From an optimization exercise on the open Yosys and OpenROAD flow, aimed at small area and a short achievable clock period; shortcuts taken in it are not production practice.
The RTL was checked by simulation tests, not by an equivalence proof against the original design.
Power figures rest on the tool's default switching activity, not on a simulated workload.

## add1
module add1(
	input clk,
	input operation,
	input [15:0] x,y,
	output [15:0] z,
	input [2:0]counter
	);
Size in the first run: ~950 cells after synthesis, ~16 flip-flops, roughly 53 I/O pins, about 7500 sq um of cells after synthesis.
Settings: LEC_CHECK=0, CAP_MARGIN=20, CORE_MARGIN=2, CORE_UTILIZATION=40, PLACE_DENSITY=0.6, SLEW_MARGIN=20; clock period 8.5 ns.
run.sh (not shown) runs the stock make flow with config.mk's settings and CLKGATE_MAP_FILE= SYNTH_SCRIPT=/design/flow/synth_recipe.tcl, a recipe that flattens the netlist after the stock synthesis.
The starting point finished with timing, DRC and antenna clean.
Rerun with:
==> flow/flow/run.sh (new file) <==
#!/bin/bash
# Own layout flow: the standard ORFS flow, with two changes:
#  - synthesis is synth_recipe.tcl unchanged except that the final ABC mapping uses
#    flow/abc.script (delay-constrained mapping with area recovery);
#  - ports are buffered with sky130_fd_sc_hd__buf_1 instead of the default buffer.
# Each tool's output goes to its own log in this folder and in orfs/logs.
set -euo pipefail
W=$PWD
# synthesis script: ORFS synth.tcl with the abc call taking our script
python3 - "$FLOW_HOME/scripts/synth.tcl" "$W/flow_synth_mod.tcl" <<'PY'
import sys
s = open(sys.argv[1]).read()
old = "  log_cmd abc {*}$abc_args\n"
assert s.count(old) == 1
new = "  set abc_args [lreplace $abc_args 1 1 $::env(MY_ABC_SCRIPT)]\n" + old
open(sys.argv[2], "w").write(s.replace(old, new))
PY
sed "s#source \$::env(SCRIPTS_DIR)/synth.tcl#source $W/flow_synth_mod.tcl#" synth_recipe.tcl > flow_synth.tcl
grep -q "flow_synth_mod.tcl" flow_synth.tcl
export MY_ABC_SCRIPT=$W/flow/abc.script
bash standard.sh SYNTH_SCRIPT=$W/flow_synth.tcl "BUFFER_PORTS_ARGS=-buffer_cell sky130_fd_sc_hd__buf_1" finish > flow_orfs.log 2>&1
test -f out/final.def
==> flow/flow/abc.script (new file) <==
strash
dch
map -D 5000
buffer -c
topo
stime -c
upsize -c
dnsize -c
==> flow/standard.sh (new file) <==
#!/bin/bash
# synth_recipe.tcl (not shown) runs the flow's synth.tcl, then flattens the netlist and writes it again
# the make line also repeats each setting of config.mk as NAME=value (left out here)
make -C /OpenROAD-flow-scripts/flow DESIGN_CONFIG=/design/flow/config.mk WORK_HOME=/design/flow/orfs CLKGATE_MAP_FILE= SYNTH_SCRIPT=/design/flow/synth_recipe.tcl "${@:-finish}"
removed: flow/run.sh
Non-clock buffer count is lower by 35.
Die area is lower by roughly a tenth.
Design area is lower by about a fifth.
Setup slack is better by 0.20 ns.
First-iteration DRC count is lower by a quarter to a third.
Cell count is lower by a few percent.


willow:
add1, a different RTL version from the one above (not shown whole).
For scale: about 930 cells after synthesis, ~53 I/O pins, about 6400 um^2 of cells after synthesis.
==> flow/design.v (excerpt) <==
module add1(
	input clk,
	input operation,
	input [15:0] x,y,
	output [15:0] z,
	input [2:0]counter
	);
==> flow/config.mk <==
export PLATFORM = sky130hd
export DESIGN_NAME = add1
export DESIGN_NICKNAME = add1
export VERILOG_FILES = /design/flow/design.v
export SDC_FILE = /design/flow/constraint.sdc
export NUM_CORES = 4
export LEC_CHECK = 0
export CAP_MARGIN = 20
export CORE_MARGIN = 2
export CORE_UTILIZATION = 60
export PLACE_DENSITY = 0.75
export SETUP_SLACK_MARGIN = 2.0
export SLEW_MARGIN = 20
==> flow/constraint.sdc <==
create_clock -name core_clock -period 8.5 [get_ports {clk}]
set_input_delay 1.7000 -clock core_clock [delete_from_list [all_inputs] [get_ports {clk}]]
set_output_delay 1.7000 -clock core_clock [all_outputs]
set_load 0.01 [all_outputs]
standard.sh (not shown) runs the stock make flow with config.mk's settings and CLKGATE_MAP_FILE= SYNTH_SCRIPT=/design/flow/synth_recipe.tcl, a recipe that flattens the netlist after the stock synthesis.
==> flow/flow/run.sh <==
#!/bin/bash
# Own layout flow: the standard ORFS flow (standard.sh) with these changes:
#  - synthesis is synth_recipe.tcl with ORFS synth.tcl patched by flow/patch_synth.py:
#    the RTL's full adder module add1_fa becomes the library full adder cell, no other
#    adder extraction, modules kept apart until after ABC (synth_recipe.tcl flattens them
#    at the end), and ABC maps add1_mcpa (the multiplier's final adder) with
#    flow/abc_fast.script and the rest with flow/abc.script;
#  - ports are buffered with sky130_fd_sc_hd__buf_1;
set -euo pipefail
W=$PWD
python3 flow/patch_synth.py "$FLOW_HOME/scripts/synth.tcl" "$W/flow_synth_mod.tcl" > patch.log 2>&1
sed "s#source \$::env(SCRIPTS_DIR)/synth.tcl#source $W/flow_synth_mod.tcl#" synth_recipe.tcl > flow_synth.tcl
grep -q "flow_synth_mod.tcl" flow_synth.tcl
export MY_ABC_SCRIPT=$W/flow/abc.script
export MY_ABC_SCRIPT_FAST=$W/flow/abc_fast.script
export MY_FAST_MODULES=add1_mcpa
bash standard.sh SYNTH_SCRIPT=$W/flow_synth.tcl synth > flow_synth.log 2>&1
bash standard.sh SYNTH_SCRIPT=$W/flow_synth.tcl "BUFFER_PORTS_ARGS=-buffer_cell sky130_fd_sc_hd__buf_1" SKIP_INCREMENTAL_REPAIR=1 finish > flow_layout.log 2>&1
test -f out/final.def
==> flow/flow/abc.script <==
strash
dch
map -D 3000
buffer -c
topo
stime -c
upsize -c
dnsize -c
==> flow/flow/abc_fast.script <==
strash
dch
map -D 1500
buffer -c
topo
stime -c
upsize -c
dnsize -c
==> flow/flow/patch_synth.py <==
import sys
s = open(sys.argv[1]).read()
def rep(old, new):
    global s
    assert s.count(old) == 1, old
    s = s.replace(old, new)
# the design's full adder module (add1_fa) becomes the library's full adder cell
rep("hierarchy -check -top $::env(DESIGN_NAME)\n",
    "hierarchy -check -top $::env(DESIGN_NAME)\n"
    "chtype -map add1_fa sky130_fd_sc_hd__fa_1\n"
    "hierarchy -check -top $::env(DESIGN_NAME)\n")
# keep the design's modules apart until after ABC (synth_recipe.tcl flattens at the end)
rep("  synth -flatten -run :fine {*}$synth_full_args\n", "  synth -run :fine {*}$synth_full_args\n")
# no other adder extraction
rep("  extract_fa {*}[dont_use_extract_fa_args]\n", "")
# final ABC mapping: the fast modules with one script, the rest with another
rep("  log_cmd abc {*}$abc_args\n",
    "  foreach m $::env(MY_FAST_MODULES) {\n"
    "    log_cmd abc {*}[lreplace $abc_args 1 1 $::env(MY_ABC_SCRIPT_FAST)] $m\n"
    "  }\n"
    "  log_cmd abc {*}[lreplace $abc_args 1 1 $::env(MY_ABC_SCRIPT)] $::env(DESIGN_NAME)\n")
open(sys.argv[2], 'w').write(s)
willow went all the way through the flow, and no timing, DRC or antenna check failed.
What xenon does differently from willow at the input level:
# willow
export LEC_CHECK = 0
export CAP_MARGIN = 20
export CORE_MARGIN = 2
export CORE_UTILIZATION = 60
export PLACE_DENSITY = 0.75
export SETUP_SLACK_MARGIN = 2.0
export SLEW_MARGIN = 20
create_clock -name core_clock -period 8.5 [get_ports {clk}]
# xenon
export LEC_CHECK = 0
export CAP_MARGIN = 20
export CORE_MARGIN = 2
export CORE_UTILIZATION = 65
export PLACE_DENSITY = 0.8
export SETUP_SLACK_MARGIN = 2.0
export SLEW_MARGIN = 20
create_clock -name core_clock -period 8.5 [get_ports {clk}]
--- a/flow/flow/run.sh
+++ b/flow/flow/run.sh
@@ -4,5 +4,6 @@
 #    the RTL's full adder module add1_fa becomes the library full adder cell, no other
 #    adder extraction, modules kept apart until after ABC (synth_recipe.tcl flattens them
-#    at the end), and ABC maps add1_mcpa (the multiplier's final adder) with
+#    at the end), and ABC maps add1_mcpa (the multiplier's final adder and the
+#    selection of the next register values) with
 #    flow/abc_fast.script and the rest with flow/abc.script;
 #  - ports are buffered with sky130_fd_sc_hd__buf_1;
==> flow/flow/abc.script <==
strash
dch
map -D 3500
buffer -c
topo
stime -c
upsize -c
dnsize -c
==> notes.md <==
xenon | stages: all done | timing, DRC, antenna: all pass
Largest incremental delay on the critical path was lower in the run labelled xenon.
Summary of xenon over willow: final total power went down 3.2%; total placed instance area went down 200 um^2.
Input-level comparison between nickel and xenon:
# xenon
export LEC_CHECK = 0
export CAP_MARGIN = 20
export CORE_MARGIN = 2
export CORE_UTILIZATION = 65
export PLACE_DENSITY = 0.8
export SETUP_SLACK_MARGIN = 2.0
export SLEW_MARGIN = 20
create_clock -name core_clock -period 8.5 [get_ports {clk}]
# nickel
export LEC_CHECK = 0
export CAP_MARGIN = 20
export CORE_MARGIN = 2
export CORE_UTILIZATION = 60
export PLACE_DENSITY = 0.75
export SETUP_SLACK_MARGIN = 1.5
export SLEW_MARGIN = 20
create_clock -name core_clock -period 8.5 [get_ports {clk}]
--- a/flow/flow/run.sh
+++ b/flow/flow/run.sh
@@ -4,6 +4,5 @@
 #    the RTL's full adder module add1_fa becomes the library full adder cell, no other
 #    adder extraction, modules kept apart until after ABC (synth_recipe.tcl flattens them
-#    at the end), and ABC maps add1_mcpa (the multiplier's final adder and the
-#    selection of the next register values) with
+#    at the end), and ABC maps add1_mcpa (the multiplier's final adder) with
 #    flow/abc_fast.script and the rest with flow/abc.script;
 #  - ports are buffered with sky130_fd_sc_hd__buf_1;
Findings:
From xenon to nickel the numbers moved as follows: max capacitance violation total stayed essentially flat; detailed-routing wirelength on met1 rose by 3.0%; power consumption moved up; combinational cell fraction of total power level; horizontal die dimension now sits higher. nickel vs. xenon: routed wire length on met2 grew by 5.0%; first-pass GRT wire length grew by 1700 um. Looking at via count, nickel sits about 1.3% higher than xenon does.
The inputs of harbor differ from those of nickel as listed below.
# nickel
export LEC_CHECK = 0
export CAP_MARGIN = 20
export CORE_MARGIN = 2
export CORE_UTILIZATION = 60
export PLACE_DENSITY = 0.75
export SETUP_SLACK_MARGIN = 1.5
export SLEW_MARGIN = 20
create_clock -name core_clock -period 8.5 [get_ports {clk}]
# harbor
export LEC_CHECK = 0
export CAP_MARGIN = 20
export CORE_MARGIN = 2
export CORE_UTILIZATION = 60
export PLACE_DENSITY = 0.75
export SETUP_SLACK_MARGIN = 2.5
export SLEW_MARGIN = 20
create_clock -name core_clock -period 8.5 [get_ports {clk}]
harbor vs. nickel: total placed cells including tap cells was more or less identical, fmax up 21 MHz, net count of the mapped netlist ~0 delta, number of standard cells in the layout, taps in and fillers out went up by 39. Row number of nets in the final layout: harbor higher / nickel lower. Starting density of the core: nickel vs harbor identical. For the worst hold margin, harbor came in 25 ps higher than nickel did. Relative to nickel, worst setup slack after placement increased by 210 ps in harbor. Compared with nickel, in harbor power density of the placed cells went up, total power went up, power in sequential cells did not really move.
Inputs modified between harbor and tundra:
# harbor
export LEC_CHECK = 0
export CAP_MARGIN = 20
export CORE_MARGIN = 2
export CORE_UTILIZATION = 60
export PLACE_DENSITY = 0.75
export SETUP_SLACK_MARGIN = 2.5
export SLEW_MARGIN = 20
create_clock -name core_clock -period 8.5 [get_ports {clk}]
# tundra
export LEC_CHECK = 0
export CAP_MARGIN = 20
export CORE_MARGIN = 2
export CORE_UTILIZATION = 60
export PLACE_DENSITY = 0.75
export SETUP_SLACK_MARGIN = 2.0
export SLEW_MARGIN = 20
create_clock -name core_clock -period 8.5 [get_ports {clk}]
==> flow/flow/abc_fast.script <==
strash
dch
map -D 1000
buffer -c
topo
stime -c
upsize -c
dnsize -c
==> comparison <==
tundra completed every stage of the flow, and the final layout passed the timing, design-rule and antenna checks.
harbor finished every stage and its layout cleared the timing, design-rule and antenna checks.
Synthesized cell count in tundra vs harbor: up 7.8%
Achievable frequency deteriorates in tundra relative to harbor.
tundra ended with less number of instances resized during post-cts repair than harbor.
Comparing tundra and harbor, the higher critical path depth is on tundra.
In tundra, the final core utilization came out 5.4 points below the value in harbor.
Re hold-critical path depth: no difference whatsoever between tundra and harbor.
| clock share of power | tundra vs harbor | ≈ equal |

## afterwards: timing with drivers on the ports
The flow's constraints put no driver on any port. The routed layouts listed below were extracted and timed again, unchanged, in two steps. Step 1 (the two cells are an assumption about what drives the block):
set clk [get_ports {clk}]
set_driving_cell -lib_cell sky130_fd_sc_hd__clkbuf_16 $clk
set_driving_cell -lib_cell sky130_fd_sc_hd__buf_2 [delete_from_list [all_inputs] $clk]
Step 2 moves the port delays by t, midway between the first and last clock arrival at a register: inputs arrive t later, outputs are due t later. That takes back most of the time a late clock gives input paths. Three values: ideal, step 1, step 2; two values: the first two.
run | t, ns | setup WS [ns] | worst hold slack (ns) | latest minus earliest clock arrival (ns)
the first run of note 1 | 0.268 | 0.508 / 0.503 / 0.236 | 2.240 / 2.238 / 2.505 | 0.003 / 0.003
the second run of note 1 | 0.264 | 0.708 / 0.709 / 0.445 | 1.861 / 1.859 / 2.123 | 0.004 / 0.004
willow | 0.262 | 1.818 / 1.814 / 1.552 | 1.849 / 1.853 / 2.114 | 0.006 / 0.005
xenon | 0.267 | 1.872 / 1.872 / 1.605 | 1.876 / 1.879 / 2.146 | 0.007 / 0.007
nickel | 0.267 | 1.342 / 1.336 / 1.070 | 1.861 / 1.862 / 2.128 | 0.001 / 0.001
harbor | 0.274 | 2.275 / 2.270 / 1.996 | 1.886 / 1.885 / 2.159 | 0.002 / 0.002
tundra | 0.268 | 1.929 / 1.917 / 1.649 | 1.897 / 1.899 / 2.158 | 0.006 / 0.006
After both steps setup and hold are still met in every run listed. The setup slack of tundra, which loses most, moves by -0.012 ns with the drivers and by -0.280 ns with both steps.
